This is an optimization exercise on Yosys and OpenROAD, whose aim is small area and a short achievable clock period, not a production implementation.
No run shown here included a check of the RTL's function; only the layout flow was run.
No activity file was given, so power comes from the tool's default toggle rates.

## flow/design.v (module list and top-level ports; edited modules follow where they fit)
// module FA: 7 lines
// module HA: 7 lines
// module BSEL8: 6 lines
// module BSEL8N: 6 lines
// module BSEL8B: 6 lines
// module BSEL8A: 6 lines
// module GPLEAF: 7 lines
// module PLEAF: 6 lines
// module KSA: 390 lines
// module X3ADD: 159 lines
// module Booth: 1731 lines
module Booth (
    input  CLK, RST,
    input  [31:0] x, y,
    output [63:0] p
);
  // ...
==> flow/flow/run.sh <==
#!/bin/bash
# Own layout flow: the standard flow, plus one step after floorplan that
# sets every combinational cell to the smallest drive strength of its family
# (Yosys/ABC map with a fixed load and tends to pick oversized gates). The
# later resizer steps (repair_design, repair_timing) size up what needs it.
set -euo pipefail
here=$(pwd)
export POST_FLOORPLAN_TCL="$here/flow/downsize.tcl"
bash standard.sh > "$here/standard.log" 2>&1
==> flow/flow/downsize.tcl <==
# Swap each combinational standard cell for the smallest-drive cell of the same
# function (same footprint family); leave flops, adders, buffers and ties alone.
set n 0
foreach inst [get_cells *] {
  set master [get_property $inst ref_name]
  if {![regexp {^sky130_fd_sc_hd__([a-z0-9]+)_([0-9]+)$} $master -> base size]} { continue }
  if {[regexp {^(df|sdf|edf|dl|fa|ha|conb|tap|fill|decap|buf|clkbuf|clkdly|dlygate|dlymetal|inv|clkinv|diode|lpflow|probe)} $base]} { continue }
  set best ""
  set bestsize 1000
  foreach lc [get_lib_cells sky130_fd_sc_hd__${base}_*] {
    set nm [get_name $lc]
    if {![regexp "^sky130_fd_sc_hd__${base}_(\[0-9\]+)\$" $nm -> s]} { continue }
    if {[get_property $lc dont_use]} { continue }
    if {$s < $bestsize} { set bestsize $s; set best $nm }
  }
  if {$best ne "" && $best ne $master} {
    replace_cell $inst $best
    incr n
  }
}
puts "downsize: replaced $n cells"
==> flow/standard.sh <==
#!/bin/bash
# synth_recipe.tcl (not shown) runs the flow's synth.tcl, then flattens the netlist and writes it again
# the make line also repeats each setting of config.mk as NAME=value (left out here)
make -C /OpenROAD-flow-scripts/flow DESIGN_CONFIG=/design/flow/config.mk WORK_HOME=/design/flow/orfs CLKGATE_MAP_FILE= SYNTH_SCRIPT=/design/flow/synth_recipe.tcl "${@:-finish}"
==> flow/config.mk <==
export PLATFORM = sky130hd
export DESIGN_NAME = Booth
export DESIGN_NICKNAME = Booth
export VERILOG_FILES = /design/flow/design.v
export SDC_FILE = /design/flow/constraint.sdc
export NUM_CORES = 4
export LEC_CHECK = 0
export ABC_CLOCK_PERIOD_IN_PS = 1500
export CAP_MARGIN = 20
export CORE_MARGIN = 2
export CORE_UTILIZATION = 40
export SETUP_SLACK_MARGIN = 3.5
export SLEW_MARGIN = 20
export SYNTH_HIERARCHICAL = 1
export SYNTH_MINIMUM_KEEP_SIZE = 0
==> flow/constraint.sdc <==
create_clock -name core_clock -period 7.5 [get_ports {CLK}]
set_input_delay 1.5000 -clock core_clock [delete_from_list [all_inputs] [get_ports {CLK}]]
set_output_delay 1.5000 -clock core_clock [all_outputs]
set_load 0.01 [all_outputs]
==> metrics.md, run 1 <==
| Metric | Value |
|---|---|
| Run status | complete, no violations |
| Worst Hold Class | reg -> reg |
| Inst Count DP | 3701 |
| # DRC | 0 |
| Hold EP | pr[0]$_DFF_P_ |
| Max-Cap Viols | 0 |
| # port buffers | 129 |
| Pre-antenna DRT Iters | 12 |
| Final setup TNS | 0 ns |
| Layout clock area frac | 0.02599 |
| Share of the core filled with cells | 0.5058 |
| N_diodes | 1 |
| Non-filler cells in the finished layout | 3984 |
| Via count | 26510 |
| Grt met1 use | 0.3759 |
| Met3 Use GR | 0.1162 |
| CP startpoint kind | flip-flop |
| CP Max Fanout | 5 |
| Max transition margin | 0.3382 |
| Pint | ~13 mW |
| Final setup vio count | 0 |
| CP required | roughly 6 ns |
| Final HPWL from detailed placement | 68410 um |
| Post-Syn Area | 29240 sq um |
| Share of layout cells above drive strength 1 | 0.3317 |
| Rows | a little under 100 |
| First-pass GRT wire length | 173700 um |
| RSZ-0062 raised after global routing | true |
| NetSw | 9.411 mW |
| Setup ws final | 2.626 ns |
| Reg-to-Reg End | pr[38]$_DFF_P_ |
| Clock-net power | 1.42 mW |
| Placeable Area | between 70000 and 80000 sq um |
| Worst EP arrival | between 3 and 4 ns |
| Fin area | around 37000 sq um |
| Biggest Area Class | multi-input combinational cells |
| Chip Width | 274.4 um |
| CP Depth | 9 |
| Max VDD drop | 591.7 uV |
| NumNets Final | 3539 |
| Mean Syn Cell Area | approximately 12 sq um |
| Critical path class | reg -> out |
| Worst-Margin Slew | 0.9928 ns |
| Setup crit end | p[59] |
| Largest net degree at the start of global routing | 73 |
==> run 2: changes to the inputs <==
--- a/flow/design.v
+++ b/flow/design.v
@@ -55,323 +55,386 @@
 );
-    wire gg0 = G[1] | (P[1] & G[0]);
-    wire gg1 = G[3] | (P[3] & G[2]);
-    wire pp1 = P[3] & P[2];
-    wire gg2 = G[5] | (P[5] & G[4]);
-    wire pp2 = P[5] & P[4];
-    wire gg3 = G[7] | (P[7] & G[6]);
-    wire pp3 = P[7] & P[6];
-    wire gg4 = G[9] | (P[9] & G[8]);
-    wire pp4 = P[9] & P[8];
-    wire gg5 = G[11] | (P[11] & G[10]);
-    wire pp5 = P[11] & P[10];
-    wire gg6 = G[13] | (P[13] & G[12]);
-    wire pp6 = P[13] & P[12];
-    wire gg7 = G[15] | (P[15] & G[14]);
-    wire pp7 = P[15] & P[14];
-    wire gg8 = G[17] | (P[17] & G[16]);
-    wire pp8 = P[17] & P[16];
-    wire gg9 = G[19] | (P[19] & G[18]);
-    wire pp9 = P[19] & P[18];
-    wire gg10 = G[21] | (P[21] & G[20]);
-    wire pp10 = P[21] & P[20];
-    wire gg11 = G[23] | (P[23] & G[22]);
-    wire pp11 = P[23] & P[22];
-    wire gg12 = G[25] | (P[25] & G[24]);
-    wire pp12 = P[25] & P[24];
-    wire gg13 = G[27] | (P[27] & G[26]);
-    wire pp13 = P[27] & P[26];
-    wire gg14 = G[29] | (P[29] & G[28]);
-    wire pp14 = P[29] & P[28];
-    wire gg15 = G[31] | (P[31] & G[30]);
-    wire pp15 = P[31] & P[30];
-    wire gg16 = G[33] | (P[33] & G[32]);
-    wire pp16 = P[33] & P[32];
-    wire gg17 = G[35] | (P[35] & G[34]);
-    wire pp17 = P[35] & P[34];
-    wire gg18 = G[37] | (P[37] & G[36]);
-    wire pp18 = P[37] & P[36];
-    wire gg19 = G[39] | (P[39] & G[38]);
-    wire pp19 = P[39] & P[38];
-    wire gg20 = G[41] | (P[41] & G[40]);
-    wire pp20 = P[41] & P[40];
-    wire gg21 = G[43] | (P[43] & G[42]);
-    wire pp21 = P[43] & P[42];
-    wire gg22 = G[45] | (P[45] & G[44]);
-    wire pp22 = P[45] & P[44];
-    wire gg23 = G[47] | (P[47] & G[46]);
-    wire pp23 = P[47] & P[46];
-    wire gg24 = G[49] | (P[49] & G[48]);
-    wire pp24 = P[49] & P[48];
-    wire gg25 = G[51] | (P[51] & G[50]);
-    wire pp25 = P[51] & P[50];
-    wire gg26 = G[53] | (P[53] & G[52]);
-    wire pp26 = P[53] & P[52];
-    wire gg27 = G[55] | (P[55] & G[54]);
-    wire pp27 = P[55] & P[54];
-    wire gg28 = G[57] | (P[57] & G[56]);
-    wire pp28 = P[57] & P[56];
-    wire gg29 = G[59] | (P[59] & G[58]);
-    wire pp29 = P[59] & P[58];
-    wire gg30 = G[61] | (P[61] & G[60]);
-    wire pp30 = P[61] & P[60];
-    wire gg31 = G[63] | (P[63] & G[62]);
-    wire pp31 = P[63] & P[62];
-    wire gg32 = G[2] | (P[2] & gg0);
-    wire gg33 = gg1 | (pp1 & gg0);
-    wire gg34 = G[6] | (P[6] & gg2);
-    wire pp34 = P[6] & pp2;
-    wire gg35 = gg3 | (pp3 & gg2);
-    wire pp35 = pp3 & pp2;
-    wire gg36 = G[10] | (P[10] & gg4);
-    wire pp36 = P[10] & pp4;
-    wire gg37 = gg5 | (pp5 & gg4);
-    wire pp37 = pp5 & pp4;
-    wire gg38 = G[14] | (P[14] & gg6);
-    wire pp38 = P[14] & pp6;
-    wire gg39 = gg7 | (pp7 & gg6);
-    wire pp39 = pp7 & pp6;
-    wire gg40 = G[18] | (P[18] & gg8);
-    wire pp40 = P[18] & pp8;
-    wire gg41 = gg9 | (pp9 & gg8);
-    wire pp41 = pp9 & pp8;
-    wire gg42 = G[22] | (P[22] & gg10);
-    wire pp42 = P[22] & pp10;
-    wire gg43 = gg11 | (pp11 & gg10);
-    wire pp43 = pp11 & pp10;
-    wire gg44 = G[26] | (P[26] & gg12);
-    wire pp44 = P[26] & pp12;
-    wire gg45 = gg13 | (pp13 & gg12);
-    wire pp45 = pp13 & pp12;
-    wire gg46 = G[30] | (P[30] & gg14);
-    wire pp46 = P[30] & pp14;
-    wire gg47 = gg15 | (pp15 & gg14);
-    wire pp47 = pp15 & pp14;
-    wire gg48 = G[34] | (P[34] & gg16);
-    wire pp48 = P[34] & pp16;
-    wire gg49 = gg17 | (pp17 & gg16);
-    wire pp49 = pp17 & pp16;
-    wire gg50 = G[38] | (P[38] & gg18);
-    wire pp50 = P[38] & pp18;
-    wire gg51 = gg19 | (pp19 & gg18);
-    wire pp51 = pp19 & pp18;
-    wire gg52 = G[42] | (P[42] & gg20);
-    wire pp52 = P[42] & pp20;
-    wire gg53 = gg21 | (pp21 & gg20);
-    wire pp53 = pp21 & pp20;
-    wire gg54 = G[46] | (P[46] & gg22);
-    wire pp54 = P[46] & pp22;
-    wire gg55 = gg23 | (pp23 & gg22);
-    wire pp55 = pp23 & pp22;
-    wire gg56 = G[50] | (P[50] & gg24);
-    wire pp56 = P[50] & pp24;
-    wire gg57 = gg25 | (pp25 & gg24);
-    wire pp57 = pp25 & pp24;
-    wire gg58 = G[54] | (P[54] & gg26);
-    wire pp58 = P[54] & pp26;
-    wire gg59 = gg27 | (pp27 & gg26);
-    wire pp59 = pp27 & pp26;
-    wire gg60 = G[58] | (P[58] & gg28);
-    wire pp60 = P[58] & pp28;
-    wire gg61 = gg29 | (pp29 & gg28);
-    wire pp61 = pp29 & pp28;
-    wire gg62 = G[62] | (P[62] & gg30);
-    wire pp62 = P[62] & pp30;
-    wire gg63 = gg31 | (pp31 & gg30);
-    wire pp63 = pp31 & pp30;
-    wire gg64 = G[4] | (P[4] & gg33);
-    wire gg65 = gg2 | (pp2 & gg33);
-    wire gg66 = gg34 | (pp34 & gg33);
-    wire gg67 = gg35 | (pp35 & gg33);
-    wire gg68 = G[12] | (P[12] & gg37);
-    wire pp68 = P[12] & pp37;
-    wire gg69 = gg6 | (pp6 & gg37);
-    wire pp69 = pp6 & pp37;
-    wire gg70 = gg38 | (pp38 & gg37);
-    wire pp70 = pp38 & pp37;
-    wire gg71 = gg39 | (pp39 & gg37);
-    wire pp71 = pp39 & pp37;
-    wire gg72 = G[20] | (P[20] & gg41);
-    wire pp72 = P[20] & pp41;
-    wire gg73 = gg10 | (pp10 & gg41);
-    wire pp73 = pp10 & pp41;
-    wire gg74 = gg42 | (pp42 & gg41);
-    wire pp74 = pp42 & pp41;
-    wire gg75 = gg43 | (pp43 & gg41);
-    wire pp75 = pp43 & pp41;
-    wire gg76 = G[28] | (P[28] & gg45);
-    wire pp76 = P[28] & pp45;
-    wire gg77 = gg14 | (pp14 & gg45);
-    wire pp77 = pp14 & pp45;
-    wire gg78 = gg46 | (pp46 & gg45);
-    wire pp78 = pp46 & pp45;
-    wire gg79 = gg47 | (pp47 & gg45);
-    wire pp79 = pp47 & pp45;
-    wire gg80 = G[36] | (P[36] & gg49);
-    wire pp80 = P[36] & pp49;
-    wire gg81 = gg18 | (pp18 & gg49);
-    wire pp81 = pp18 & pp49;
-    wire gg82 = gg50 | (pp50 & gg49);
-    wire pp82 = pp50 & pp49;
-    wire gg83 = gg51 | (pp51 & gg49);
-    wire pp83 = pp51 & pp49;
-    wire gg84 = G[44] | (P[44] & gg53);
-    wire pp84 = P[44] & pp53;
-    wire gg85 = gg22 | (pp22 & gg53);
-    wire pp85 = pp22 & pp53;
-    wire gg86 = gg54 | (pp54 & gg53);
-    wire pp86 = pp54 & pp53;
-    wire gg87 = gg55 | (pp55 & gg53);
-    wire pp87 = pp55 & pp53;
-    wire gg88 = G[52] | (P[52] & gg57);
-    wire pp88 = P[52] & pp57;
-    wire gg89 = gg26 | (pp26 & gg57);
-    wire pp89 = pp26 & pp57;
-    wire gg90 = gg58 | (pp58 & gg57);
-    wire pp90 = pp58 & pp57;
-    wire gg91 = gg59 | (pp59 & gg57);
-    wire pp91 = pp59 & pp57;
-    wire gg92 = G[60] | (P[60] & gg61);
-    wire pp92 = P[60] & pp61;
-    wire gg93 = gg30 | (pp30 & gg61);
-    wire pp93 = pp30 & pp61;
-    wire gg94 = gg62 | (pp62 & gg61);
-    wire pp94 = pp62 & pp61;
-    wire gg95 = gg63 | (pp63 & gg61);
-    wire pp95 = pp63 & pp61;
-    wire gg96 = G[8] | (P[8] & gg67);
-    wire gg97 = gg4 | (pp4 & gg67);
-    wire gg98 = gg36 | (pp36 & gg67);
-    wire gg99 = gg37 | (pp37 & gg67);
-    wire gg100 = gg68 | (pp68 & gg67);
-    wire gg101 = gg69 | (pp69 & gg67);
-    wire gg102 = gg70 | (pp70 & gg67);
-    wire gg103 = gg71 | (pp71 & gg67);
-    wire gg104 = G[24] | (P[24] & gg75);
-    wire pp104 = P[24] & pp75;
-    wire gg105 = gg12 | (pp12 & gg75);
-    wire pp105 = pp12 & pp75;
-    wire gg106 = gg44 | (pp44 & gg75);
-    wire pp106 = pp44 & pp75;
-    wire gg107 = gg45 | (pp45 & gg75);
-    wire pp107 = pp45 & pp75;
-    wire gg108 = gg76 | (pp76 & gg75);
-    wire pp108 = pp76 & pp75;
-    wire gg109 = gg77 | (pp77 & gg75);
-    wire pp109 = pp77 & pp75;
-    wire gg110 = gg78 | (pp78 & gg75);
-    wire pp110 = pp78 & pp75;
-    wire gg111 = gg79 | (pp79 & gg75);
-    wire pp111 = pp79 & pp75;
-    wire gg112 = G[40] | (P[40] & gg83);
-    wire pp112 = P[40] & pp83;
-    wire gg113 = gg20 | (pp20 & gg83);
-    wire pp113 = pp20 & pp83;
-    wire gg114 = gg52 | (pp52 & gg83);
-    wire pp114 = pp52 & pp83;
-    wire gg115 = gg53 | (pp53 & gg83);
-    wire pp115 = pp53 & pp83;
-    wire gg116 = gg84 | (pp84 & gg83);
-    wire pp116 = pp84 & pp83;
-    wire gg117 = gg85 | (pp85 & gg83);
-    wire pp117 = pp85 & pp83;
-    wire gg118 = gg86 | (pp86 & gg83);
-    wire pp118 = pp86 & pp83;
-    wire gg119 = gg87 | (pp87 & gg83);
-    wire pp119 = pp87 & pp83;
-    wire gg120 = G[56] | (P[56] & gg91);
-    wire pp120 = P[56] & pp91;
-    wire gg121 = gg28 | (pp28 & gg91);
-    wire pp121 = pp28 & pp91;
-    wire gg122 = gg60 | (pp60 & gg91);
-    wire pp122 = pp60 & pp91;
-    wire gg123 = gg61 | (pp61 & gg91);
-    wire pp123 = pp61 & pp91;
-    wire gg124 = gg92 | (pp92 & gg91);
-    wire pp124 = pp92 & pp91;
-    wire gg125 = gg93 | (pp93 & gg91);
-    wire pp125 = pp93 & pp91;
-    wire gg126 = gg94 | (pp94 & gg91);
-    wire pp126 = pp94 & pp91;
-    wire gg127 = gg95 | (pp95 & gg91);
-    wire pp127 = pp95 & pp91;
-    wire gg128 = G[16] | (P[16] & gg103);
-    wire gg129 = gg8 | (pp8 & gg103);
-    wire gg130 = gg40 | (pp40 & gg103);
-    wire gg131 = gg41 | (pp41 & gg103);
-    wire gg132 = gg72 | (pp72 & gg103);
-    wire gg133 = gg73 | (pp73 & gg103);
-    wire gg134 = gg74 | (pp74 & gg103);
-    wire gg135 = gg75 | (pp75 & gg103);
-    wire gg136 = gg104 | (pp104 & gg103);
-    wire gg137 = gg105 | (pp105 & gg103);
-    wire gg138 = gg106 | (pp106 & gg103);
-    wire gg139 = gg107 | (pp107 & gg103);
-    wire gg140 = gg108 | (pp108 & gg103);
-    wire gg141 = gg109 | (pp109 & gg103);
-    wire gg142 = gg110 | (pp110 & gg103);
-    wire gg143 = gg111 | (pp111 & gg103);
-    wire gg144 = G[48] | (P[48] & gg119);
-    wire pp144 = P[48] & pp119;
-    wire gg145 = gg24 | (pp24 & gg119);
-    wire pp145 = pp24 & pp119;
-    wire gg146 = gg56 | (pp56 & gg119);
-    wire pp146 = pp56 & pp119;
-    wire gg147 = gg57 | (pp57 & gg119);
-    wire pp147 = pp57 & pp119;
-    wire gg148 = gg88 | (pp88 & gg119);
-    wire pp148 = pp88 & pp119;
-    wire gg149 = gg89 | (pp89 & gg119);
-    wire pp149 = pp89 & pp119;
-    wire gg150 = gg90 | (pp90 & gg119);
-    wire pp150 = pp90 & pp119;
-    wire gg151 = gg91 | (pp91 & gg119);
-    wire pp151 = pp91 & pp119;
-    wire gg152 = gg120 | (pp120 & gg119);
-    wire pp152 = pp120 & pp119;
-    wire gg153 = gg121 | (pp121 & gg119);
-    wire pp153 = pp121 & pp119;
-    wire gg154 = gg122 | (pp122 & gg119);
-    wire pp154 = pp122 & pp119;
-    wire gg155 = gg123 | (pp123 & gg119);
-    wire pp155 = pp123 & pp119;
-    wire gg156 = gg124 | (pp124 & gg119);
-    wire pp156 = pp124 & pp119;
-    wire gg157 = gg125 | (pp125 & gg119);
-    wire pp157 = pp125 & pp119;
-    wire gg158 = gg126 | (pp126 & gg119);
-    wire pp158 = pp126 & pp119;
-    wire gg159 = gg127 | (pp127 & gg119);
-    wire pp159 = pp127 & pp119;
-    wire gg160 = G[32] | (P[32] & gg143);
-    wire gg161 = gg16 | (pp16 & gg143);
-    wire gg162 = gg48 | (pp48 & gg143);
-    wire gg163 = gg49 | (pp49 & gg143);
-    wire gg164 = gg80 | (pp80 & gg143);
-    wire gg165 = gg81 | (pp81 & gg143);
-    wire gg166 = gg82 | (pp82 & gg143);
-    wire gg167 = gg83 | (pp83 & gg143);
-    wire gg168 = gg112 | (pp112 & gg143);
-    wire gg169 = gg113 | (pp113 & gg143);
-    wire gg170 = gg114 | (pp114 & gg143);
-    wire gg171 = gg115 | (pp115 & gg143);
-    wire gg172 = gg116 | (pp116 & gg143);
-    wire gg173 = gg117 | (pp117 & gg143);
-    wire gg174 = gg118 | (pp118 & gg143);
-    wire gg175 = gg119 | (pp119 & gg143);
-    wire gg176 = gg144 | (pp144 & gg143);
-    wire gg177 = gg145 | (pp145 & gg143);
-    wire gg178 = gg146 | (pp146 & gg143);
-    wire gg179 = gg147 | (pp147 & gg143);
-    wire gg180 = gg148 | (pp148 & gg143);
-    wire gg181 = gg149 | (pp149 & gg143);
-    wire gg182 = gg150 | (pp150 & gg143);
-    wire gg183 = gg151 | (pp151 & gg143);
-    wire gg184 = gg152 | (pp152 & gg143);
-    wire gg185 = gg153 | (pp153 & gg143);
-    wire gg186 = gg154 | (pp154 & gg143);
-    wire gg187 = gg155 | (pp155 & gg143);
-    wire gg188 = gg156 | (pp156 & gg143);
-    wire gg189 = gg157 | (pp157 & gg143);
-    wire gg190 = gg158 | (pp158 & gg143);
-    wire gg191 = gg159 | (pp159 & gg143);
+    wire gg0;
+    PGGRY u_pg0 (.gh(G[1]), .ph(P[1]), .gl(G[0]), .g(gg0));
+    wire gg1, pp1;
+    PGBLK u_pg1 (.gh(G[3]), .ph(P[3]), .gl(G[2]), .pl(P[2]), .g(gg1), .p(pp1));
+    wire gg2, pp2;
+    PGBLK u_pg2 (.gh(G[5]), .ph(P[5]), .gl(G[4]), .pl(P[4]), .g(gg2), .p(pp2));
+    wire gg3, pp3;
+    PGBLK u_pg3 (.gh(G[7]), .ph(P[7]), .gl(G[6]), .pl(P[6]), .g(gg3), .p(pp3));
+    wire gg4, pp4;
+    PGBLK u_pg4 (.gh(G[9]), .ph(P[9]), .gl(G[8]), .pl(P[8]), .g(gg4), .p(pp4));
+    wire gg5, pp5;
+    PGBLK u_pg5 (.gh(G[11]), .ph(P[11]), .gl(G[10]), .pl(P[10]), .g(gg5), .p(pp5));
+    wire gg6, pp6;
+    PGBLK u_pg6 (.gh(G[13]), .ph(P[13]), .gl(G[12]), .pl(P[12]), .g(gg6), .p(pp6));
+    wire gg7, pp7;
+    PGBLK u_pg7 (.gh(G[15]), .ph(P[15]), .gl(G[14]), .pl(P[14]), .g(gg7), .p(pp7));
+    wire gg8, pp8;
+    PGBLK u_pg8 (.gh(G[17]), .ph(P[17]), .gl(G[16]), .pl(P[16]), .g(gg8), .p(pp8));
+    wire gg9, pp9;
+    PGBLK u_pg9 (.gh(G[19]), .ph(P[19]), .gl(G[18]), .pl(P[18]), .g(gg9), .p(pp9));
+    wire gg10, pp10;
+    PGBLK u_pg10 (.gh(G[21]), .ph(P[21]), .gl(G[20]), .pl(P[20]), .g(gg10), .p(pp10));
+    wire gg11, pp11;
+    PGBLK u_pg11 (.gh(G[23]), .ph(P[23]), .gl(G[22]), .pl(P[22]), .g(gg11), .p(pp11));
+    wire gg12, pp12;
+    PGBLK u_pg12 (.gh(G[25]), .ph(P[25]), .gl(G[24]), .pl(P[24]), .g(gg12), .p(pp12));
+    wire gg13, pp13;
+    PGBLK u_pg13 (.gh(G[27]), .ph(P[27]), .gl(G[26]), .pl(P[26]), .g(gg13), .p(pp13));
+    wire gg14, pp14;
+    PGBLK u_pg14 (.gh(G[29]), .ph(P[29]), .gl(G[28]), .pl(P[28]), .g(gg14), .p(pp14));
+    wire gg15, pp15;
+    PGBLK u_pg15 (.gh(G[31]), .ph(P[31]), .gl(G[30]), .pl(P[30]), .g(gg15), .p(pp15));
+    wire gg16, pp16;
+    PGBLK u_pg16 (.gh(G[33]), .ph(P[33]), .gl(G[32]), .pl(P[32]), .g(gg16), .p(pp16));
+    wire gg17, pp17;
+    PGBLK u_pg17 (.gh(G[35]), .ph(P[35]), .gl(G[34]), .pl(P[34]), .g(gg17), .p(pp17));
+    wire gg18, pp18;
+    PGBLK u_pg18 (.gh(G[37]), .ph(P[37]), .gl(G[36]), .pl(P[36]), .g(gg18), .p(pp18));
+    wire gg19, pp19;
+    PGBLK u_pg19 (.gh(G[39]), .ph(P[39]), .gl(G[38]), .pl(P[38]), .g(gg19), .p(pp19));
+    wire gg20, pp20;
+    PGBLK u_pg20 (.gh(G[41]), .ph(P[41]), .gl(G[40]), .pl(P[40]), .g(gg20), .p(pp20));
+    wire gg21, pp21;
+    PGBLK u_pg21 (.gh(G[43]), .ph(P[43]), .gl(G[42]), .pl(P[42]), .g(gg21), .p(pp21));
+    wire gg22, pp22;
+    PGBLK u_pg22 (.gh(G[45]), .ph(P[45]), .gl(G[44]), .pl(P[44]), .g(gg22), .p(pp22));
+    wire gg23, pp23;
+    PGBLK u_pg23 (.gh(G[47]), .ph(P[47]), .gl(G[46]), .pl(P[46]), .g(gg23), .p(pp23));
+    wire gg24, pp24;
+    PGBLK u_pg24 (.gh(G[49]), .ph(P[49]), .gl(G[48]), .pl(P[48]), .g(gg24), .p(pp24));
+    wire gg25, pp25;
+    PGBLK u_pg25 (.gh(G[51]), .ph(P[51]), .gl(G[50]), .pl(P[50]), .g(gg25), .p(pp25));
+    wire gg26, pp26;
+    PGBLK u_pg26 (.gh(G[53]), .ph(P[53]), .gl(G[52]), .pl(P[52]), .g(gg26), .p(pp26));
+    wire gg27, pp27;
+    PGBLK u_pg27 (.gh(G[55]), .ph(P[55]), .gl(G[54]), .pl(P[54]), .g(gg27), .p(pp27));
+    wire gg28, pp28;
+    PGBLK u_pg28 (.gh(G[57]), .ph(P[57]), .gl(G[56]), .pl(P[56]), .g(gg28), .p(pp28));
+    wire gg29, pp29;
+    PGBLK u_pg29 (.gh(G[59]), .ph(P[59]), .gl(G[58]), .pl(P[58]), .g(gg29), .p(pp29));
+    wire gg30, pp30;
+    PGBLK u_pg30 (.gh(G[61]), .ph(P[61]), .gl(G[60]), .pl(P[60]), .g(gg30), .p(pp30));
+    wire gg31, pp31;
+    PGBLK u_pg31 (.gh(G[63]), .ph(P[63]), .gl(G[62]), .pl(P[62]), .g(gg31), .p(pp31));
+    wire gg32;
+    PGGRY u_pg32 (.gh(G[2]), .ph(P[2]), .gl(gg0), .g(gg32));
+    wire gg33;
+    PGGRY u_pg33 (.gh(gg1), .ph(pp1), .gl(gg0), .g(gg33));
+    wire gg34, pp34;
+    PGBLK u_pg34 (.gh(G[6]), .ph(P[6]), .gl(gg2), .pl(pp2), .g(gg34), .p(pp34));
+    wire gg35, pp35;
+    PGBLK u_pg35 (.gh(gg3), .ph(pp3), .gl(gg2), .pl(pp2), .g(gg35), .p(pp35));
+    wire gg36, pp36;
+    PGBLK u_pg36 (.gh(G[10]), .ph(P[10]), .gl(gg4), .pl(pp4), .g(gg36), .p(pp36));
+    wire gg37, pp37;
+    PGBLK u_pg37 (.gh(gg5), .ph(pp5), .gl(gg4), .pl(pp4), .g(gg37), .p(pp37));
+    wire gg38, pp38;
+    PGBLK u_pg38 (.gh(G[14]), .ph(P[14]), .gl(gg6), .pl(pp6), .g(gg38), .p(pp38));
+    wire gg39, pp39;
+    PGBLK u_pg39 (.gh(gg7), .ph(pp7), .gl(gg6), .pl(pp6), .g(gg39), .p(pp39));
+    wire gg40, pp40;
+    PGBLK u_pg40 (.gh(G[18]), .ph(P[18]), .gl(gg8), .pl(pp8), .g(gg40), .p(pp40));
+    wire gg41, pp41;
+    PGBLK u_pg41 (.gh(gg9), .ph(pp9), .gl(gg8), .pl(pp8), .g(gg41), .p(pp41));
+    wire gg42, pp42;
+    PGBLK u_pg42 (.gh(G[22]), .ph(P[22]), .gl(gg10), .pl(pp10), .g(gg42), .p(pp42));
+    wire gg43, pp43;
+    PGBLK u_pg43 (.gh(gg11), .ph(pp11), .gl(gg10), .pl(pp10), .g(gg43), .p(pp43));
+    wire gg44, pp44;
+    PGBLK u_pg44 (.gh(G[26]), .ph(P[26]), .gl(gg12), .pl(pp12), .g(gg44), .p(pp44));
+    wire gg45, pp45;
+    PGBLK u_pg45 (.gh(gg13), .ph(pp13), .gl(gg12), .pl(pp12), .g(gg45), .p(pp45));
+    wire gg46, pp46;
+    PGBLK u_pg46 (.gh(G[30]), .ph(P[30]), .gl(gg14), .pl(pp14), .g(gg46), .p(pp46));
+    wire gg47, pp47;
+    PGBLK u_pg47 (.gh(gg15), .ph(pp15), .gl(gg14), .pl(pp14), .g(gg47), .p(pp47));
+    wire gg48, pp48;
+    PGBLK u_pg48 (.gh(G[34]), .ph(P[34]), .gl(gg16), .pl(pp16), .g(gg48), .p(pp48));
+    wire gg49, pp49;
+    PGBLK u_pg49 (.gh(gg17), .ph(pp17), .gl(gg16), .pl(pp16), .g(gg49), .p(pp49));
+    wire gg50, pp50;
+    PGBLK u_pg50 (.gh(G[38]), .ph(P[38]), .gl(gg18), .pl(pp18), .g(gg50), .p(pp50));
+    wire gg51, pp51;
+    PGBLK u_pg51 (.gh(gg19), .ph(pp19), .gl(gg18), .pl(pp18), .g(gg51), .p(pp51));
+    wire gg52, pp52;
+    PGBLK u_pg52 (.gh(G[42]), .ph(P[42]), .gl(gg20), .pl(pp20), .g(gg52), .p(pp52));
+    wire gg53, pp53;
+    PGBLK u_pg53 (.gh(gg21), .ph(pp21), .gl(gg20), .pl(pp20), .g(gg53), .p(pp53));
+    wire gg54, pp54;
+    PGBLK u_pg54 (.gh(G[46]), .ph(P[46]), .gl(gg22), .pl(pp22), .g(gg54), .p(pp54));
+    wire gg55, pp55;
+    PGBLK u_pg55 (.gh(gg23), .ph(pp23), .gl(gg22), .pl(pp22), .g(gg55), .p(pp55));
+    wire gg56, pp56;
+    PGBLK u_pg56 (.gh(G[50]), .ph(P[50]), .gl(gg24), .pl(pp24), .g(gg56), .p(pp56));
+    wire gg57, pp57;
+    PGBLK u_pg57 (.gh(gg25), .ph(pp25), .gl(gg24), .pl(pp24), .g(gg57), .p(pp57));
+    wire gg58, pp58;
+    PGBLK u_pg58 (.gh(G[54]), .ph(P[54]), .gl(gg26), .pl(pp26), .g(gg58), .p(pp58));
+    wire gg59, pp59;
+    PGBLK u_pg59 (.gh(gg27), .ph(pp27), .gl(gg26), .pl(pp26), .g(gg59), .p(pp59));
+    wire gg60, pp60;
+    PGBLK u_pg60 (.gh(G[58]), .ph(P[58]), .gl(gg28), .pl(pp28), .g(gg60), .p(pp60));
+    wire gg61, pp61;
+    PGBLK u_pg61 (.gh(gg29), .ph(pp29), .gl(gg28), .pl(pp28), .g(gg61), .p(pp61));
+    wire gg62, pp62;
+    PGBLK u_pg62 (.gh(G[62]), .ph(P[62]), .gl(gg30), .pl(pp30), .g(gg62), .p(pp62));
+    wire gg63, pp63;
+    PGBLK u_pg63 (.gh(gg31), .ph(pp31), .gl(gg30), .pl(pp30), .g(gg63), .p(pp63));
+    wire gg64;
+    PGGRY u_pg64 (.gh(G[4]), .ph(P[4]), .gl(gg33), .g(gg64));
+    wire gg65;
+    PGGRY u_pg65 (.gh(gg2), .ph(pp2), .gl(gg33), .g(gg65));
+    wire gg66;
+    PGGRY u_pg66 (.gh(gg34), .ph(pp34), .gl(gg33), .g(gg66));
+    wire gg67;
+    PGGRY u_pg67 (.gh(gg35), .ph(pp35), .gl(gg33), .g(gg67));
+    wire gg68, pp68;
+    PGBLK u_pg68 (.gh(G[12]), .ph(P[12]), .gl(gg37), .pl(pp37), .g(gg68), .p(pp68));
+    wire gg69, pp69;
+    PGBLK u_pg69 (.gh(gg6), .ph(pp6), .gl(gg37), .pl(pp37), .g(gg69), .p(pp69));
+    wire gg70, pp70;
+    PGBLK u_pg70 (.gh(gg38), .ph(pp38), .gl(gg37), .pl(pp37), .g(gg70), .p(pp70));
+    wire gg71, pp71;
+    PGBLK u_pg71 (.gh(gg39), .ph(pp39), .gl(gg37), .pl(pp37), .g(gg71), .p(pp71));
+    wire gg72, pp72;
+    PGBLK u_pg72 (.gh(G[20]), .ph(P[20]), .gl(gg41), .pl(pp41), .g(gg72), .p(pp72));
+    wire gg73, pp73;
+    PGBLK u_pg73 (.gh(gg10), .ph(pp10), .gl(gg41), .pl(pp41), .g(gg73), .p(pp73));
+    wire gg74, pp74;
+    PGBLK u_pg74 (.gh(gg42), .ph(pp42), .gl(gg41), .pl(pp41), .g(gg74), .p(pp74));
+    wire gg75, pp75;
+    PGBLK u_pg75 (.gh(gg43), .ph(pp43), .gl(gg41), .pl(pp41), .g(gg75), .p(pp75));
+    wire gg76, pp76;
+    PGBLK u_pg76 (.gh(G[28]), .ph(P[28]), .gl(gg45), .pl(pp45), .g(gg76), .p(pp76));
+    wire gg77, pp77;
+    PGBLK u_pg77 (.gh(gg14), .ph(pp14), .gl(gg45), .pl(pp45), .g(gg77), .p(pp77));
+    wire gg78, pp78;
+    PGBLK u_pg78 (.gh(gg46), .ph(pp46), .gl(gg45), .pl(pp45), .g(gg78), .p(pp78));
+    wire gg79, pp79;
+    PGBLK u_pg79 (.gh(gg47), .ph(pp47), .gl(gg45), .pl(pp45), .g(gg79), .p(pp79));
+    wire gg80, pp80;
+    PGBLK u_pg80 (.gh(G[36]), .ph(P[36]), .gl(gg49), .pl(pp49), .g(gg80), .p(pp80));
+    wire gg81, pp81;
+    PGBLK u_pg81 (.gh(gg18), .ph(pp18), .gl(gg49), .pl(pp49), .g(gg81), .p(pp81));
+    wire gg82, pp82;
+    PGBLK u_pg82 (.gh(gg50), .ph(pp50), .gl(gg49), .pl(pp49), .g(gg82), .p(pp82));
+    wire gg83, pp83;
+    PGBLK u_pg83 (.gh(gg51), .ph(pp51), .gl(gg49), .pl(pp49), .g(gg83), .p(pp83));
+    wire gg84, pp84;
+    PGBLK u_pg84 (.gh(G[44]), .ph(P[44]), .gl(gg53), .pl(pp53), .g(gg84), .p(pp84));
+    wire gg85, pp85;
+    PGBLK u_pg85 (.gh(gg22), .ph(pp22), .gl(gg53), .pl(pp53), .g(gg85), .p(pp85));
+    wire gg86, pp86;
+    PGBLK u_pg86 (.gh(gg54), .ph(pp54), .gl(gg53), .pl(pp53), .g(gg86), .p(pp86));
+    wire gg87, pp87;
+    PGBLK u_pg87 (.gh(gg55), .ph(pp55), .gl(gg53), .pl(pp53), .g(gg87), .p(pp87));
+    wire gg88, pp88;
+    PGBLK u_pg88 (.gh(G[52]), .ph(P[52]), .gl(gg57), .pl(pp57), .g(gg88), .p(pp88));
+    wire gg89, pp89;
+    PGBLK u_pg89 (.gh(gg26), .ph(pp26), .gl(gg57), .pl(pp57), .g(gg89), .p(pp89));
+    wire gg90, pp90;
+    PGBLK u_pg90 (.gh(gg58), .ph(pp58), .gl(gg57), .pl(pp57), .g(gg90), .p(pp90));
+    wire gg91, pp91;
+    PGBLK u_pg91 (.gh(gg59), .ph(pp59), .gl(gg57), .pl(pp57), .g(gg91), .p(pp91));
+    wire gg92, pp92;
+    PGBLK u_pg92 (.gh(G[60]), .ph(P[60]), .gl(gg61), .pl(pp61), .g(gg92), .p(pp92));
+    wire gg93, pp93;
+    PGBLK u_pg93 (.gh(gg30), .ph(pp30), .gl(gg61), .pl(pp61), .g(gg93), .p(pp93));
+    wire gg94, pp94;
+    PGBLK u_pg94 (.gh(gg62), .ph(pp62), .gl(gg61), .pl(pp61), .g(gg94), .p(pp94));
+    wire gg95, pp95;
+    PGBLK u_pg95 (.gh(gg63), .ph(pp63), .gl(gg61), .pl(pp61), .g(gg95), .p(pp95));
+    wire gg96;
+    PGGRY u_pg96 (.gh(G[8]), .ph(P[8]), .gl(gg67), .g(gg96));
+    wire gg97;
+    PGGRY u_pg97 (.gh(gg4), .ph(pp4), .gl(gg67), .g(gg97));
+    wire gg98;
+    PGGRY u_pg98 (.gh(gg36), .ph(pp36), .gl(gg67), .g(gg98));
+    wire gg99;
+    PGGRY u_pg99 (.gh(gg37), .ph(pp37), .gl(gg67), .g(gg99));
+    wire gg100;
+    PGGRY u_pg100 (.gh(gg68), .ph(pp68), .gl(gg67), .g(gg100));
+    wire gg101;
+    PGGRY u_pg101 (.gh(gg69), .ph(pp69), .gl(gg67), .g(gg101));
+    wire gg102;
+    PGGRY u_pg102 (.gh(gg70), .ph(pp70), .gl(gg67), .g(gg102));
+    wire gg103;
+    PGGRY u_pg103 (.gh(gg71), .ph(pp71), .gl(gg67), .g(gg103));
+    wire gg104, pp104;
+    PGBLK u_pg104 (.gh(G[24]), .ph(P[24]), .gl(gg75), .pl(pp75), .g(gg104), .p(pp104));
+    wire gg105, pp105;
+    PGBLK u_pg105 (.gh(gg12), .ph(pp12), .gl(gg75), .pl(pp75), .g(gg105), .p(pp105));
+    wire gg106, pp106;
+    PGBLK u_pg106 (.gh(gg44), .ph(pp44), .gl(gg75), .pl(pp75), .g(gg106), .p(pp106));
+    wire gg107, pp107;
+    PGBLK u_pg107 (.gh(gg45), .ph(pp45), .gl(gg75), .pl(pp75), .g(gg107), .p(pp107));
+    wire gg108, pp108;
+    PGBLK u_pg108 (.gh(gg76), .ph(pp76), .gl(gg75), .pl(pp75), .g(gg108), .p(pp108));
+    wire gg109, pp109;
+    PGBLK u_pg109 (.gh(gg77), .ph(pp77), .gl(gg75), .pl(pp75), .g(gg109), .p(pp109));
+    wire gg110, pp110;
+    PGBLK u_pg110 (.gh(gg78), .ph(pp78), .gl(gg75), .pl(pp75), .g(gg110), .p(pp110));
+    wire gg111, pp111;
+    PGBLK u_pg111 (.gh(gg79), .ph(pp79), .gl(gg75), .pl(pp75), .g(gg111), .p(pp111));
+    wire gg112, pp112;
+    PGBLK u_pg112 (.gh(G[40]), .ph(P[40]), .gl(gg83), .pl(pp83), .g(gg112), .p(pp112));
+    wire gg113, pp113;
+    PGBLK u_pg113 (.gh(gg20), .ph(pp20), .gl(gg83), .pl(pp83), .g(gg113), .p(pp113));
+    wire gg114, pp114;
+    PGBLK u_pg114 (.gh(gg52), .ph(pp52), .gl(gg83), .pl(pp83), .g(gg114), .p(pp114));
+    wire gg115, pp115;
+    PGBLK u_pg115 (.gh(gg53), .ph(pp53), .gl(gg83), .pl(pp83), .g(gg115), .p(pp115));
+    wire gg116, pp116;
+    PGBLK u_pg116 (.gh(gg84), .ph(pp84), .gl(gg83), .pl(pp83), .g(gg116), .p(pp116));
+    wire gg117, pp117;
+    PGBLK u_pg117 (.gh(gg85), .ph(pp85), .gl(gg83), .pl(pp83), .g(gg117), .p(pp117));
+    wire gg118, pp118;
+    PGBLK u_pg118 (.gh(gg86), .ph(pp86), .gl(gg83), .pl(pp83), .g(gg118), .p(pp118));
+    wire gg119, pp119;
+    PGBLK u_pg119 (.gh(gg87), .ph(pp87), .gl(gg83), .pl(pp83), .g(gg119), .p(pp119));
+    wire gg120, pp120;
+    PGBLK u_pg120 (.gh(G[56]), .ph(P[56]), .gl(gg91), .pl(pp91), .g(gg120), .p(pp120));
+    wire gg121, pp121;
+    PGBLK u_pg121 (.gh(gg28), .ph(pp28), .gl(gg91), .pl(pp91), .g(gg121), .p(pp121));
+    wire gg122, pp122;
+    PGBLK u_pg122 (.gh(gg60), .ph(pp60), .gl(gg91), .pl(pp91), .g(gg122), .p(pp122));
+    wire gg123, pp123;
+    PGBLK u_pg123 (.gh(gg61), .ph(pp61), .gl(gg91), .pl(pp91), .g(gg123), .p(pp123));
+    wire gg124, pp124;
+    PGBLK u_pg124 (.gh(gg92), .ph(pp92), .gl(gg91), .pl(pp91), .g(gg124), .p(pp124));
+    wire gg125, pp125;
+    PGBLK u_pg125 (.gh(gg93), .ph(pp93), .gl(gg91), .pl(pp91), .g(gg125), .p(pp125));
+    wire gg126, pp126;
+    PGBLK u_pg126 (.gh(gg94), .ph(pp94), .gl(gg91), .pl(pp91), .g(gg126), .p(pp126));
+    wire gg127, pp127;
+    PGBLK u_pg127 (.gh(gg95), .ph(pp95), .gl(gg91), .pl(pp91), .g(gg127), .p(pp127));
+    wire gg128;
+    PGGRY u_pg128 (.gh(G[16]), .ph(P[16]), .gl(gg103), .g(gg128));
+    wire gg129;
+    PGGRY u_pg129 (.gh(gg8), .ph(pp8), .gl(gg103), .g(gg129));
+    wire gg130;
+    PGGRY u_pg130 (.gh(gg40), .ph(pp40), .gl(gg103), .g(gg130));
+    wire gg131;
+    PGGRY u_pg131 (.gh(gg41), .ph(pp41), .gl(gg103), .g(gg131));
+    wire gg132;
+    PGGRY u_pg132 (.gh(gg72), .ph(pp72), .gl(gg103), .g(gg132));
+    wire gg133;
+    PGGRY u_pg133 (.gh(gg73), .ph(pp73), .gl(gg103), .g(gg133));
+    wire gg134;
+    PGGRY u_pg134 (.gh(gg74), .ph(pp74), .gl(gg103), .g(gg134));
+    wire gg135;
+    PGGRY u_pg135 (.gh(gg75), .ph(pp75), .gl(gg103), .g(gg135));
+    wire gg136;
+    PGGRY u_pg136 (.gh(gg104), .ph(pp104), .gl(gg103), .g(gg136));
+    wire gg137;
+    PGGRY u_pg137 (.gh(gg105), .ph(pp105), .gl(gg103), .g(gg137));
+    wire gg138;
+    PGGRY u_pg138 (.gh(gg106), .ph(pp106), .gl(gg103), .g(gg138));
+    wire gg139;
+    PGGRY u_pg139 (.gh(gg107), .ph(pp107), .gl(gg103), .g(gg139));
+    wire gg140;
+    PGGRY u_pg140 (.gh(gg108), .ph(pp108), .gl(gg103), .g(gg140));
+    wire gg141;
+    PGGRY u_pg141 (.gh(gg109), .ph(pp109), .gl(gg103), .g(gg141));
+    wire gg142;
+    PGGRY u_pg142 (.gh(gg110), .ph(pp110), .gl(gg103), .g(gg142));
+    wire gg143;
+    PGGRY u_pg143 (.gh(gg111), .ph(pp111), .gl(gg103), .g(gg143));
+    wire gg144, pp144;
+    PGBLK u_pg144 (.gh(G[48]), .ph(P[48]), .gl(gg119), .pl(pp119), .g(gg144), .p(pp144));
+    wire gg145, pp145;
+    PGBLK u_pg145 (.gh(gg24), .ph(pp24), .gl(gg119), .pl(pp119), .g(gg145), .p(pp145));
+    wire gg146, pp146;
+    PGBLK u_pg146 (.gh(gg56), .ph(pp56), .gl(gg119), .pl(pp119), .g(gg146), .p(pp146));
+    wire gg147, pp147;
+    PGBLK u_pg147 (.gh(gg57), .ph(pp57), .gl(gg119), .pl(pp119), .g(gg147), .p(pp147));
+    wire gg148, pp148;
+    PGBLK u_pg148 (.gh(gg88), .ph(pp88), .gl(gg119), .pl(pp119), .g(gg148), .p(pp148));
+    wire gg149, pp149;
+    PGBLK u_pg149 (.gh(gg89), .ph(pp89), .gl(gg119), .pl(pp119), .g(gg149), .p(pp149));
+    wire gg150, pp150;
+    PGBLK u_pg150 (.gh(gg90), .ph(pp90), .gl(gg119), .pl(pp119), .g(gg150), .p(pp150));
+    wire gg151, pp151;
+    PGBLK u_pg151 (.gh(gg91), .ph(pp91), .gl(gg119), .pl(pp119), .g(gg151), .p(pp151));
+    wire gg152, pp152;
+    PGBLK u_pg152 (.gh(gg120), .ph(pp120), .gl(gg119), .pl(pp119), .g(gg152), .p(pp152));
+    wire gg153, pp153;
+    PGBLK u_pg153 (.gh(gg121), .ph(pp121), .gl(gg119), .pl(pp119), .g(gg153), .p(pp153));
+    wire gg154, pp154;
+    PGBLK u_pg154 (.gh(gg122), .ph(pp122), .gl(gg119), .pl(pp119), .g(gg154), .p(pp154));
+    wire gg155, pp155;
+    PGBLK u_pg155 (.gh(gg123), .ph(pp123), .gl(gg119), .pl(pp119), .g(gg155), .p(pp155));
+    wire gg156, pp156;
+    PGBLK u_pg156 (.gh(gg124), .ph(pp124), .gl(gg119), .pl(pp119), .g(gg156), .p(pp156));
+    wire gg157, pp157;
+    PGBLK u_pg157 (.gh(gg125), .ph(pp125), .gl(gg119), .pl(pp119), .g(gg157), .p(pp157));
+    wire gg158, pp158;
+    PGBLK u_pg158 (.gh(gg126), .ph(pp126), .gl(gg119), .pl(pp119), .g(gg158), .p(pp158));
+    wire gg159, pp159;
+    PGBLK u_pg159 (.gh(gg127), .ph(pp127), .gl(gg119), .pl(pp119), .g(gg159), .p(pp159));
+    wire gg160;
+    PGGRY u_pg160 (.gh(G[32]), .ph(P[32]), .gl(gg143), .g(gg160));
+    wire gg161;
+    PGGRY u_pg161 (.gh(gg16), .ph(pp16), .gl(gg143), .g(gg161));
+    wire gg162;
+    PGGRY u_pg162 (.gh(gg48), .ph(pp48), .gl(gg143), .g(gg162));
+    wire gg163;
+    PGGRY u_pg163 (.gh(gg49), .ph(pp49), .gl(gg143), .g(gg163));
+    wire gg164;
+    PGGRY u_pg164 (.gh(gg80), .ph(pp80), .gl(gg143), .g(gg164));
+    wire gg165;
+    PGGRY u_pg165 (.gh(gg81), .ph(pp81), .gl(gg143), .g(gg165));
+    wire gg166;
+    PGGRY u_pg166 (.gh(gg82), .ph(pp82), .gl(gg143), .g(gg166));
+    wire gg167;
+    PGGRY u_pg167 (.gh(gg83), .ph(pp83), .gl(gg143), .g(gg167));
+    wire gg168;
+    PGGRY u_pg168 (.gh(gg112), .ph(pp112), .gl(gg143), .g(gg168));
+    wire gg169;
+    PGGRY u_pg169 (.gh(gg113), .ph(pp113), .gl(gg143), .g(gg169));
+    wire gg170;
+    PGGRY u_pg170 (.gh(gg114), .ph(pp114), .gl(gg143), .g(gg170));
+    wire gg171;
+    PGGRY u_pg171 (.gh(gg115), .ph(pp115), .gl(gg143), .g(gg171));
+    wire gg172;
+    PGGRY u_pg172 (.gh(gg116), .ph(pp116), .gl(gg143), .g(gg172));
+    wire gg173;
+    PGGRY u_pg173 (.gh(gg117), .ph(pp117), .gl(gg143), .g(gg173));
+    wire gg174;
+    PGGRY u_pg174 (.gh(gg118), .ph(pp118), .gl(gg143), .g(gg174));
+    wire gg175;
+    PGGRY u_pg175 (.gh(gg119), .ph(pp119), .gl(gg143), .g(gg175));
+    wire gg176;
+    PGGRY u_pg176 (.gh(gg144), .ph(pp144), .gl(gg143), .g(gg176));
+    wire gg177;
+    PGGRY u_pg177 (.gh(gg145), .ph(pp145), .gl(gg143), .g(gg177));
+    wire gg178;
+    PGGRY u_pg178 (.gh(gg146), .ph(pp146), .gl(gg143), .g(gg178));
+    wire gg179;
+    PGGRY u_pg179 (.gh(gg147), .ph(pp147), .gl(gg143), .g(gg179));
+    wire gg180;
+    PGGRY u_pg180 (.gh(gg148), .ph(pp148), .gl(gg143), .g(gg180));
+    wire gg181;
+    PGGRY u_pg181 (.gh(gg149), .ph(pp149), .gl(gg143), .g(gg181));
+    wire gg182;
+    PGGRY u_pg182 (.gh(gg150), .ph(pp150), .gl(gg143), .g(gg182));
+    wire gg183;
+    PGGRY u_pg183 (.gh(gg151), .ph(pp151), .gl(gg143), .g(gg183));
+    wire gg184;
+    PGGRY u_pg184 (.gh(gg152), .ph(pp152), .gl(gg143), .g(gg184));
+    wire gg185;
+    PGGRY u_pg185 (.gh(gg153), .ph(pp153), .gl(gg143), .g(gg185));
+    wire gg186;
+    PGGRY u_pg186 (.gh(gg154), .ph(pp154), .gl(gg143), .g(gg186));
+    wire gg187;
+    PGGRY u_pg187 (.gh(gg155), .ph(pp155), .gl(gg143), .g(gg187));
+    wire gg188;
+    PGGRY u_pg188 (.gh(gg156), .ph(pp156), .gl(gg143), .g(gg188));
+    wire gg189;
+    PGGRY u_pg189 (.gh(gg157), .ph(pp157), .gl(gg143), .g(gg189));
+    wire gg190;
+    PGGRY u_pg190 (.gh(gg158), .ph(pp158), .gl(gg143), .g(gg190));
+    wire gg191;
+    PGGRY u_pg191 (.gh(gg159), .ph(pp159), .gl(gg143), .g(gg191));
     assign Sum[0] = P[0];
@@ -481,86 +544,118 @@
     HA u_h33 (.a(a[33]), .b(b[33]), .s(p[33]), .co(g[33]));
-    wire gg0 = g[2] | (p[2] & g[1]);
-    wire gg1 = g[4] | (p[4] & g[3]);
-    wire pp1 = p[4] & p[3];
-    wire gg2 = g[6] | (p[6] & g[5]);
-    wire pp2 = p[6] & p[5];
-    wire gg3 = g[8] | (p[8] & g[7]);
-    wire pp3 = p[8] & p[7];
-    wire gg4 = g[10] | (p[10] & g[9]);
-    wire pp4 = p[10] & p[9];
-    wire gg5 = g[12] | (p[12] & g[11]);
-    wire pp5 = p[12] & p[11];
-    wire gg6 = g[14] | (p[14] & g[13]);
-    wire pp6 = p[14] & p[13];
-    wire gg7 = g[16] | (p[16] & g[15]);
-    wire pp7 = p[16] & p[15];
-    wire gg8 = g[18] | (p[18] & g[17]);
-    wire pp8 = p[18] & p[17];
-    wire gg9 = g[20] | (p[20] & g[19]);
-    wire pp9 = p[20] & p[19];
-    wire gg10 = g[22] | (p[22] & g[21]);
-    wire pp10 = p[22] & p[21];
-    wire gg11 = g[24] | (p[24] & g[23]);
-    wire pp11 = p[24] & p[23];
-    wire gg12 = g[26] | (p[26] & g[25]);
-    wire pp12 = p[26] & p[25];
-    wire gg13 = g[28] | (p[28] & g[27]);
-    wire pp13 = p[28] & p[27];
-    wire gg14 = g[30] | (p[30] & g[29]);
-    wire pp14 = p[30] & p[29];
-    wire gg15 = g[32] | (p[32] & g[31]);
-    wire pp15 = p[32] & p[31];
-    wire gg16 = gg1 | (pp1 & gg0);
-    wire gg17 = gg3 | (pp3 & gg2);
-    wire pp17 = pp3 & pp2;
-    wire gg18 = gg5 | (pp5 & gg4);
-    wire pp18 = pp5 & pp4;
-    wire gg19 = gg7 | (pp7 & gg6);
-    wire pp19 = pp7 & pp6;
-    wire gg20 = gg9 | (pp9 & gg8);
-    wire pp20 = pp9 & pp8;
-    wire gg21 = gg11 | (pp11 & gg10);
-    wire pp21 = pp11 & pp10;
-    wire gg22 = gg13 | (pp13 & gg12);
-    wire pp22 = pp13 & pp12;
-    wire gg23 = gg15 | (pp15 & gg14);
-    wire pp23 = pp15 & pp14;
-    wire gg24 = gg17 | (pp17 & gg16);
-    wire gg25 = gg19 | (pp19 & gg18);
-    wire pp25 = pp19 & pp18;
-    wire gg26 = gg21 | (pp21 & gg20);
-    wire pp26 = pp21 & pp20;
-    wire gg27 = gg23 | (pp23 & gg22);
-    wire pp27 = pp23 & pp22;
-    wire gg28 = gg25 | (pp25 & gg24);
-    wire gg29 = gg27 | (pp27 & gg26);
-    wire pp29 = pp27 & pp26;
-    wire gg30 = gg29 | (pp29 & gg28);
-    wire gg31 = gg26 | (pp26 & gg28);
-    wire gg32 = gg18 | (pp18 & gg24);
-    wire gg33 = gg20 | (pp20 & gg28);
-    wire gg34 = gg22 | (pp22 & gg31);
-    wire gg35 = gg2 | (pp2 & gg16);
-    wire gg36 = gg4 | (pp4 & gg24);
-    wire gg37 = gg6 | (pp6 & gg32);
-    wire gg38 = gg8 | (pp8 & gg28);
-    wire gg39 = gg10 | (pp10 & gg33);
-    wire gg40 = gg12 | (pp12 & gg31);
-    wire gg41 = gg14 | (pp14 & gg34);
-    wire gg42 = g[3] | (p[3] & gg0);
-    wire gg43 = g[5] | (p[5] & gg16);
-    wire gg44 = g[7] | (p[7] & gg35);
-    wire gg45 = g[9] | (p[9] & gg24);
-    wire gg46 = g[11] | (p[11] & gg36);
-    wire gg47 = g[13] | (p[13] & gg32);
-    wire gg48 = g[15] | (p[15] & gg37);
-    wire gg49 = g[17] | (p[17] & gg28);
-    wire gg50 = g[19] | (p[19] & gg38);
-    wire gg51 = g[21] | (p[21] & gg33);
-    wire gg52 = g[23] | (p[23] & gg39);
-    wire gg53 = g[25] | (p[25] & gg31);
-    wire gg54 = g[27] | (p[27] & gg40);
-    wire gg55 = g[29] | (p[29] & gg34);
-    wire gg56 = g[31] | (p[31] & gg41);
-    wire gg57 = g[33] | (p[33] & gg30);
+    wire gg0;
+    PGGRY u_pg0 (.gh(g[2]), .ph(p[2]), .gl(g[1]), .g(gg0));
+    wire gg1, pp1;
+    PGBLK u_pg1 (.gh(g[4]), .ph(p[4]), .gl(g[3]), .pl(p[3]), .g(gg1), .p(pp1));
+    wire gg2, pp2;
+    PGBLK u_pg2 (.gh(g[6]), .ph(p[6]), .gl(g[5]), .pl(p[5]), .g(gg2), .p(pp2));
+    wire gg3, pp3;
+    PGBLK u_pg3 (.gh(g[8]), .ph(p[8]), .gl(g[7]), .pl(p[7]), .g(gg3), .p(pp3));
+    wire gg4, pp4;
+    PGBLK u_pg4 (.gh(g[10]), .ph(p[10]), .gl(g[9]), .pl(p[9]), .g(gg4), .p(pp4));
+    wire gg5, pp5;
+    PGBLK u_pg5 (.gh(g[12]), .ph(p[12]), .gl(g[11]), .pl(p[11]), .g(gg5), .p(pp5));
+    wire gg6, pp6;
+    PGBLK u_pg6 (.gh(g[14]), .ph(p[14]), .gl(g[13]), .pl(p[13]), .g(gg6), .p(pp6));
+    wire gg7, pp7;
+    PGBLK u_pg7 (.gh(g[16]), .ph(p[16]), .gl(g[15]), .pl(p[15]), .g(gg7), .p(pp7));
+    wire gg8, pp8;
+    PGBLK u_pg8 (.gh(g[18]), .ph(p[18]), .gl(g[17]), .pl(p[17]), .g(gg8), .p(pp8));
+    wire gg9, pp9;
+    PGBLK u_pg9 (.gh(g[20]), .ph(p[20]), .gl(g[19]), .pl(p[19]), .g(gg9), .p(pp9));
+    wire gg10, pp10;
+    PGBLK u_pg10 (.gh(g[22]), .ph(p[22]), .gl(g[21]), .pl(p[21]), .g(gg10), .p(pp10));
+    wire gg11, pp11;
+    PGBLK u_pg11 (.gh(g[24]), .ph(p[24]), .gl(g[23]), .pl(p[23]), .g(gg11), .p(pp11));
+    wire gg12, pp12;
+    PGBLK u_pg12 (.gh(g[26]), .ph(p[26]), .gl(g[25]), .pl(p[25]), .g(gg12), .p(pp12));
+    wire gg13, pp13;
+    PGBLK u_pg13 (.gh(g[28]), .ph(p[28]), .gl(g[27]), .pl(p[27]), .g(gg13), .p(pp13));
+    wire gg14, pp14;
+    PGBLK u_pg14 (.gh(g[30]), .ph(p[30]), .gl(g[29]), .pl(p[29]), .g(gg14), .p(pp14));
+    wire gg15, pp15;
+    PGBLK u_pg15 (.gh(g[32]), .ph(p[32]), .gl(g[31]), .pl(p[31]), .g(gg15), .p(pp15));
+    wire gg16;
+    PGGRY u_pg16 (.gh(gg1), .ph(pp1), .gl(gg0), .g(gg16));
+    wire gg17, pp17;
+    PGBLK u_pg17 (.gh(gg3), .ph(pp3), .gl(gg2), .pl(pp2), .g(gg17), .p(pp17));
+    wire gg18, pp18;
+    PGBLK u_pg18 (.gh(gg5), .ph(pp5), .gl(gg4), .pl(pp4), .g(gg18), .p(pp18));
+    wire gg19, pp19;
+    PGBLK u_pg19 (.gh(gg7), .ph(pp7), .gl(gg6), .pl(pp6), .g(gg19), .p(pp19));
+    wire gg20, pp20;
+    PGBLK u_pg20 (.gh(gg9), .ph(pp9), .gl(gg8), .pl(pp8), .g(gg20), .p(pp20));
+    wire gg21, pp21;
+    PGBLK u_pg21 (.gh(gg11), .ph(pp11), .gl(gg10), .pl(pp10), .g(gg21), .p(pp21));
+    wire gg22, pp22;
+    PGBLK u_pg22 (.gh(gg13), .ph(pp13), .gl(gg12), .pl(pp12), .g(gg22), .p(pp22));
+    wire gg23, pp23;
+    PGBLK u_pg23 (.gh(gg15), .ph(pp15), .gl(gg14), .pl(pp14), .g(gg23), .p(pp23));
+    wire gg24;
+    PGGRY u_pg24 (.gh(gg17), .ph(pp17), .gl(gg16), .g(gg24));
+    wire gg25, pp25;
+    PGBLK u_pg25 (.gh(gg19), .ph(pp19), .gl(gg18), .pl(pp18), .g(gg25), .p(pp25));
+    wire gg26, pp26;
+    PGBLK u_pg26 (.gh(gg21), .ph(pp21), .gl(gg20), .pl(pp20), .g(gg26), .p(pp26));
+    wire gg27, pp27;
+    PGBLK u_pg27 (.gh(gg23), .ph(pp23), .gl(gg22), .pl(pp22), .g(gg27), .p(pp27));
+    wire gg28;
+    PGGRY u_pg28 (.gh(gg25), .ph(pp25), .gl(gg24), .g(gg28));
+    wire gg29, pp29;
+    PGBLK u_pg29 (.gh(gg27), .ph(pp27), .gl(gg26), .pl(pp26), .g(gg29), .p(pp29));
+    wire gg30;
+    PGGRY u_pg30 (.gh(gg29), .ph(pp29), .gl(gg28), .g(gg30));
+    wire gg31;
+    PGGRY u_pg31 (.gh(gg26), .ph(pp26), .gl(gg28), .g(gg31));
+    wire gg32;
+    PGGRY u_pg32 (.gh(gg18), .ph(pp18), .gl(gg24), .g(gg32));
+    wire gg33;
+    PGGRY u_pg33 (.gh(gg20), .ph(pp20), .gl(gg28), .g(gg33));
+    wire gg34;
+    PGGRY u_pg34 (.gh(gg22), .ph(pp22), .gl(gg31), .g(gg34));
+    wire gg35;
+    PGGRY u_pg35 (.gh(gg2), .ph(pp2), .gl(gg16), .g(gg35));
+    wire gg36;
+    PGGRY u_pg36 (.gh(gg4), .ph(pp4), .gl(gg24), .g(gg36));
+    wire gg37;
+    PGGRY u_pg37 (.gh(gg6), .ph(pp6), .gl(gg32), .g(gg37));
+    wire gg38;
+    PGGRY u_pg38 (.gh(gg8), .ph(pp8), .gl(gg28), .g(gg38));
+    wire gg39;
+    PGGRY u_pg39 (.gh(gg10), .ph(pp10), .gl(gg33), .g(gg39));
+    wire gg40;
+    PGGRY u_pg40 (.gh(gg12), .ph(pp12), .gl(gg31), .g(gg40));
+    wire gg41;
+    PGGRY u_pg41 (.gh(gg14), .ph(pp14), .gl(gg34), .g(gg41));
+    wire gg42;
+    PGGRY u_pg42 (.gh(g[3]), .ph(p[3]), .gl(gg0), .g(gg42));
+    wire gg43;
+    PGGRY u_pg43 (.gh(g[5]), .ph(p[5]), .gl(gg16), .g(gg43));
+    wire gg44;
+    PGGRY u_pg44 (.gh(g[7]), .ph(p[7]), .gl(gg35), .g(gg44));
+    wire gg45;
+    PGGRY u_pg45 (.gh(g[9]), .ph(p[9]), .gl(gg24), .g(gg45));
+    wire gg46;
+    PGGRY u_pg46 (.gh(g[11]), .ph(p[11]), .gl(gg36), .g(gg46));
+    wire gg47;
+    PGGRY u_pg47 (.gh(g[13]), .ph(p[13]), .gl(gg32), .g(gg47));
+    wire gg48;
+    PGGRY u_pg48 (.gh(g[15]), .ph(p[15]), .gl(gg37), .g(gg48));
+    wire gg49;
+    PGGRY u_pg49 (.gh(g[17]), .ph(p[17]), .gl(gg28), .g(gg49));
+    wire gg50;
+    PGGRY u_pg50 (.gh(g[19]), .ph(p[19]), .gl(gg38), .g(gg50));
+    wire gg51;
+    PGGRY u_pg51 (.gh(g[21]), .ph(p[21]), .gl(gg33), .g(gg51));
+    wire gg52;
+    PGGRY u_pg52 (.gh(g[23]), .ph(p[23]), .gl(gg39), .g(gg52));
+    wire gg53;
+    PGGRY u_pg53 (.gh(g[25]), .ph(p[25]), .gl(gg31), .g(gg53));
+    wire gg54;
+    PGGRY u_pg54 (.gh(g[27]), .ph(p[27]), .gl(gg40), .g(gg54));
+    wire gg55;
+    PGGRY u_pg55 (.gh(g[29]), .ph(p[29]), .gl(gg34), .g(gg55));
+    wire gg56;
+    PGGRY u_pg56 (.gh(g[31]), .ph(p[31]), .gl(gg41), .g(gg56));
+    wire gg57;
+    PGGRY u_pg57 (.gh(g[33]), .ph(p[33]), .gl(gg30), .g(gg57));
     assign x3[0] = x[0];
@@ -600,2 +695,15 @@
 endmodule
+module PGBLK (
+    input  gh, ph, gl, pl,
+    output g, p
+);
+    assign g = gh | (ph & gl);
+    assign p = ph & pl;
+endmodule
+module PGGRY (
+    input  gh, ph, gl,
+    output g
+);
+    assign g = gh | (ph & gl);
+endmodule
 module Booth (
--- a/flow/config.mk
+++ b/flow/config.mk
@@ -7,3 +7,2 @@
 export LEC_CHECK = 0
-export ABC_CLOCK_PERIOD_IN_PS = 1500
 export CAP_MARGIN = 20
==> metrics.md, run 2 <==
| Metric | Value |
|---|---|
| RSZ-0062 raised after global routing | true (unchanged) |
| Share of layout cells above drive strength 1 | 0.2764 (was 0.3317) |
| Met2 Resource Use GR | 0.4390 (was 0.4534) |
| First-pass GRT wire length | 178500 um (was 173700 um) |
| NumNets Final | 3507 (was 3539) |
| Pre-antenna DRT Iters | 10 (was 12) |
| CP Max Fanout | 8 (was 5) |
| Worst-Margin Slew | 1.020 ns (was 0.9928 ns) |
| Initial antenna violation count | 4 (was 1) |
| Max-Cap Viols | 0 (unchanged) |
| # DRC | 0 (unchanged) |
| Fin area | 36670 sq um (was 36780 sq um) |
| Mean Syn Cell Area | 11.71 sq um (was 11.64 sq um) |
| Max Root-Sink Buffers | 3 (unchanged) |
| Placeable Area | 74320 sq um (was 72710 sq um) |
| Largest stage delay on the critical path | 0.32 ns (was 0.44 ns) |
| Clk sink count | 237 (unchanged) |
| Final setup vio count | 0 (unchanged) |
| Final WL | 125700 um (was 120400 um) |
| Top flop regs | pr: 64 flops, gr: 55 flops, x3r: 33 flops (unchanged) |
| Worst-path cell chain | a21o_1 > a21o_1 > a21o_1 > a21o_4 > buf_12 > a21o_4 > clkbuf_16 > a21o_1 > xor2_2 > buf_2 (was a211oi_4 > o31ai_2 > o41a_1 > a221o_2 > a22o_4 > a2111o_1 > a221oi_2 > xnor2_1 > buf_2) |
| Post-Syn Area | 29990 sq um (was 29240 sq um) |
| Rows | 100 (was 99) |
| Critical path class | reg -> out (unchanged) |
| Max VDD drop | 766.1 uV (was 591.7 uV) |
| Final HPWL from detailed placement | 66280 um (was 68410 um) |
| Run status | complete, no violations (unchanged) |
| Synth-to-Final Area Change | 22.30% (was 25.80%) |
| Largest net degree at the start of global routing | 85 (was 73) |
| Chip Width | 277.8 um (was 274.4 um) |
| Hold_buf cts | 0 (unchanged) |
| CP startpoint kind | flip-flop (unchanged) |
| Final setup TNS | 0 ns (unchanged) |
| Max transition margin | 0.3201 (was 0.3382) |
| Top reg by flops | pr (unchanged) |
| Most common cell after layout, fill and taps aside | xnor2_1 (unchanged) |
| Syn. warnings | 7 (unchanged) |
| Grt met1 use | 0.3690 (was 0.3759) |
| Via count | 27070 (was 26510) |
| Via density | 6.790 (was 6.653) |
| Worst EP arrival | 2.89 ns (was 3.37 ns) |
| # port buffers | 129 (unchanged) |
| Share of the core filled with cells | 0.4934 (was 0.5058) |
| Iter 0 DRT Violations | 4277 (was 3762) |
| CP required | 6.00 ns (about the same) |
| Met3 Use GR | 0.1490 (was 0.1162) |
| Cell mode on critical path | a21o_1 |
| Worst Hold Class | reg -> reg (unchanged) |
| Setup ws final | 3.110 ns (was 2.626 ns) |
## run 2: path summary, 6_finish.rpt
path	to	depth (start not counted)	from	slack [ns]
worst max-delay path	p[38]	10	pr[9]$_DFF_P_	3.11
worst min-delay path	pr[63]$_DFF_P_	5	neg[10]$_DFF_P_	1.06
worst max register to register	pr[38]$_DFF_P_	12	s3[4]$_DFF_P_	3.12
worst min register to register	pr[63]$_DFF_P_	5	neg[10]$_DFF_P_	1.06
## run 2: repair_timing
item                                    4_1_cts  5_1_grt
endpoints found under the setup margin      120      123
hold endpoints to repair                      0        0
cloned                                        8        9
gates resized for setup                     502      241
buffers inserted                            107       53
pin swaps                                   149      152
## run 2: metrics by stage
| stage | power (mW) | std cells |
|---|---|---|
| finish | 21.21 | 3986 |
| detailed placement | 16.26 | 3757 |
| CTS | 19.70 | 3921 |
| global route | 23.34 | 3983 |
| floorplan | 12.22 | 2637 |
| global placement | 16.14 | 3757 |
## run 2: critical path, delay by kind of cell (launching register included)
family,cells,cell delay (ns)
XOR/XNOR,1,0.22
AO/OA/AOI/OAI,6,1.25
flip-flops,1,0.32
buffers and inverters,3,0.51
## run 2: final cells by class
cell class | count | area (sq um) | area share
Tap cell | 969 | 1212 | 0.03306
Clock buffer | 38 | 798.3 | 0.02177
Sequential cell | 237 | 5105 | 0.1392
Clock inverter | 11 | 101.3 | 0.002764
Timing Repair Buffer | 338 | 4031 | 0.1099
Multi-Input combinational cell | 2368 | 25330 | 0.6908
Antenna cell | 3 | 7.507 | 0.0002047
Inverter | 22 | 82.58 | 0.002252
## run 2: layer usage
layer	up-vias	wire, um
met5	-	300
met1	13130	44960
met3	764	19830
met4	14	10350
met2	2286	50300
li1	10870	-
## run 2: power by group
group / switching [mW] / internal, mW / leakage (nW)
registers: 0.701 / 1.73 / 2.01
logic: 7.89 / 9.55 / 12.7
clock network: 0.565 / 0.777 / 0.446

## what the ideal ports hide
The results above use ideal ports. As a check the final layouts listed here were re-extracted and re-timed, cells and wires unchanged. Step 1 sets driving cells, clkbuf_16 on the clock port and buf_2 on the other inputs (assumed; they add their load-dependent delay and slew). Step 2 times the ports against the registers' clock, not the clock port: input delays grow and output delays shrink by t, the midpoint of the rising clock arrivals with the driver on. a / b / c = ideal ports / drivers / drivers and shift; a / b = the first two.
run | shift t [ns] | setup WS [ns] | worst setup path after step 2
run 1 | 0.672 | 2.626 / 2.554 / 2.981 | input to register
run 2 | 0.655 | 3.110 / 3.040 / 3.076 | input to register
After both steps setup and hold are still met in every run listed. For run 2, which loses most, drivers alone change the setup slack by -0.070 ns; drivers and shift together by -0.034 ns.
